Source: an optimization exercise on an open RTL-to-GDS flow (aim: small area, a short achievable clock period and few clock cycles). Production flows keep margins and buffers that such runs may drop.
RTL that was checked went through simulation tests only; none was proved equivalent to the original.
No activity file was given, so power comes from the tool's default toggle rates.

main:
Design dot_prod, start of the top module:
module dot_prod (
  input wire clk, r_enable,
  input wire[9:0] init_i_t_a,
  input wire signed[63:0] init_acc_t_a,
  output wire[9:0] a_addr,
  input wire signed[26:0] a_rdata,
  output wire[9:0] b_addr,
  input wire signed[26:0] b_rdata,
  output reg w_enable,
  output reg signed[63:0] result
);
Size in the first run: roughly 220 I/O pins, about 25000 um^2 of cells after synthesis.
clock: 14.0 ns
lec_check: 0
cap_margin: 20
core_margin: 2
core_utilization: 60
cts_cluster_diameter: 200
cts_cluster_size: 24
slew_margin: 60
synth_hierarchical: 1
synth_minimum_keep_size: 0
standard.sh (not shown) runs the stock make flow with config.mk's settings and CLKGATE_MAP_FILE= SYNTH_SCRIPT=/design/flow/synth_recipe.tcl, a recipe that flattens the netlist after the stock synthesis.
==> flow/flow/run.sh <==
#!/bin/bash
# Standard ORFS layout, except that the port buffers inserted by buffer_ports are
# sky130_fd_sc_hd__buf_1 instead of the resizer's default pick (a clock delay buffer).
set -euo pipefail
export BUFFER_PORTS_ARGS="-buffer_cell sky130_fd_sc_hd__buf_1"
bash standard.sh > run_standard.log 2>&1
--- input diff main..the feature branch ---
diff --git a/flow/design.v b/flow/design.v
--- a/flow/design.v
+++ b/flow/design.v
@@ -4,39 +4,36 @@
   input wire[9:0] init_i_t_a,
   input wire signed[63:0] init_acc_t_a,
   output wire[9:0] a_addr,
   input wire signed[26:0] a_rdata,
   output wire[9:0] b_addr,
   input wire signed[26:0] b_rdata,
   output reg w_enable,
   output reg signed[63:0] result
 );
   reg [9:0] k;
-  reg [9:0] kn;     
-  assign a_addr = ~kn;
-  assign b_addr = ~kn;
+  assign a_addr = k;
+  assign b_addr = k;
   wire stop = (k == 10'd1000);
   reg v1, v2, v3;   
   reg q1, q2;       
   always @(posedge clk) begin
     if (r_enable) begin
       k <= init_i_t_a;
-      kn <= ~init_i_t_a;
       v1 <= 1'b0;
       v2 <= 1'b0;
       v3 <= 1'b0;
       q1 <= 1'b0;
       q2 <= 1'b0;
       w_enable <= 1'b0;
     end else begin
       k <= k + {9'd0, ~stop};
-      kn <= ~(k + {9'd0, ~stop});
       v1 <= !stop;
       v2 <= v1;
       v3 <= v2;
       q1 <= stop;
       q2 <= q1;
       w_enable <= q2;
     end
   end
   reg [26:0] ra;
   reg [13:0] bone, btwo, bneg;
Results
- Per the comparison of the feature branch with main, multiplexer area fraction after synthesis has remained practically unchanged, power has decreased, gate count of the mapped netlist has decreased.
- Xor and xnor fraction of the mapped netlist area was higher in the feature branch than in main.
- Diff main -> the feature branch: critical path data arrival time rose by 0.04 ns, hold slack stayed essentially flat.
- On combinational logic power, the higher figure sits with main, not the feature branch.
- Min final design area excluding fillers across main and the feature branch: the feature branch
- Relative to main, estimated wirelength of the detail-placed design has gone down in the feature branch.
- Of main and the feature branch, the higher combined area of the multi-input logic cells belongs to main.
- Period utilization in the feature branch is 0.29 points above main.
- The feature branch has less setup slack than main.
Testbench counts of the feature branch, summed over its fixed seeds: cycles 64,256.
Function not checked in main: the RTL went through the layout flow alone.

========
Another version of the RTL of dot_prod (not shown whole).
Size: ~2500 cells after synthesis, roughly 220 I/O pins, ~0.026 mm2 of cells after synthesis.
export LEC_CHECK = 0
export CAP_MARGIN = 20
export CORE_MARGIN = 2
export CORE_UTILIZATION = 60
export CTS_CLUSTER_DIAMETER = 200
export CTS_CLUSTER_SIZE = 24
export SLEW_MARGIN = 60
export SYNTH_HIERARCHICAL = 1
export SYNTH_MINIMUM_KEEP_SIZE = 0
create_clock -name core_clock -period 14.0 [get_ports {clk}]
Scripts as last shown in full above: flow/flow/run.sh
==> next run, changes <==
--- a/flow/design.v
+++ b/flow/design.v
@@ -7,32 +7,29 @@
   input wire signed[26:0] a_rdata,
   output wire[9:0] b_addr,
   input wire signed[26:0] b_rdata,
   output reg w_enable,
   output reg signed[63:0] result
 );
   reg [9:0] k;
-  reg [9:0] kn;
-  assign a_addr = ~kn;
-  assign b_addr = ~kn;
+  assign a_addr = k;
+  assign b_addr = k;
   wire stop = (k == 10'd1000);
   wire [9:0] knext = k + {9'd0, ~stop};
   reg v1;           
   reg q1, q2;       
   always @(posedge clk) begin
     if (r_enable) begin
       k <= init_i_t_a;
-      kn <= ~init_i_t_a;
       v1 <= 1'b0;
       q1 <= 1'b0;
       q2 <= 1'b0;
       w_enable <= 1'b0;
     end else begin
       k <= knext;
-      kn <= ~knext;
       v1 <= !stop;
       q1 <= stop;
       q2 <= q1;
       w_enable <= q2;
     end
   end
   reg [26:0] ra;
Outcome:
- The changed run finished clean
- setup slack degrades by 0.035 ns
- power hardly moves
- sequential power came out lower by a few percent
- maximum frequency came out lower slightly
- synthesized cell count came out lower slightly
- routed wire length came out lower slightly
- final cell count came out lower slightly
Function was not checked in any run of this note: the RTL went through the layout flow alone.

-- separate check: timing with driven ports --
The results above use ideal ports. As a check the final layouts listed here were re-extracted and re-timed, cells and wires unchanged. Step 1 assumes that a clkbuf_16 drives the clock port and a buf_2 every other input. Step 2 adds t to the input delays and takes it off the output delays; t is the mean of the earliest and latest rising clock arrival at the registers after step 1. Input paths then give back, and output paths get back, about the clock's delay inside the block. Three values: no drivers, after step 1, after step 2; two values: the first two.
| run | shift t [ns] | setup WS [ns] | hold WS [ns] | latest minus earliest clock arrival (ns) | worst slew at a driven data input, ns |
|---|---|---|---|---|---|
| main | 0.581 | 10.017 / 9.956 / 9.522 | 0.443 / 0.443 / 0.443 | 0.048 / 0.048 | 0.07 |
| the feature branch | 0.574 | 9.977 / 9.919 / 9.554 | 0.445 / 0.445 / 0.445 | 0.046 / 0.046 | 0.07 |
| the first run of note 2 | 0.572 | 10.045 / 9.990 / 9.877 | 0.442 / 0.442 / 0.442 | 0.036 / 0.035 | 0.06 |
| the second run of note 2 | 0.581 | 10.010 / 9.954 / 9.449 | 0.448 / 0.448 / 0.448 | 0.048 / 0.048 | 0.06 |
After both steps setup and hold are still met in every run listed. The setup slack of the second run of note 2, which loses most, moves by -0.056 ns with the drivers and by -0.561 ns with both steps.
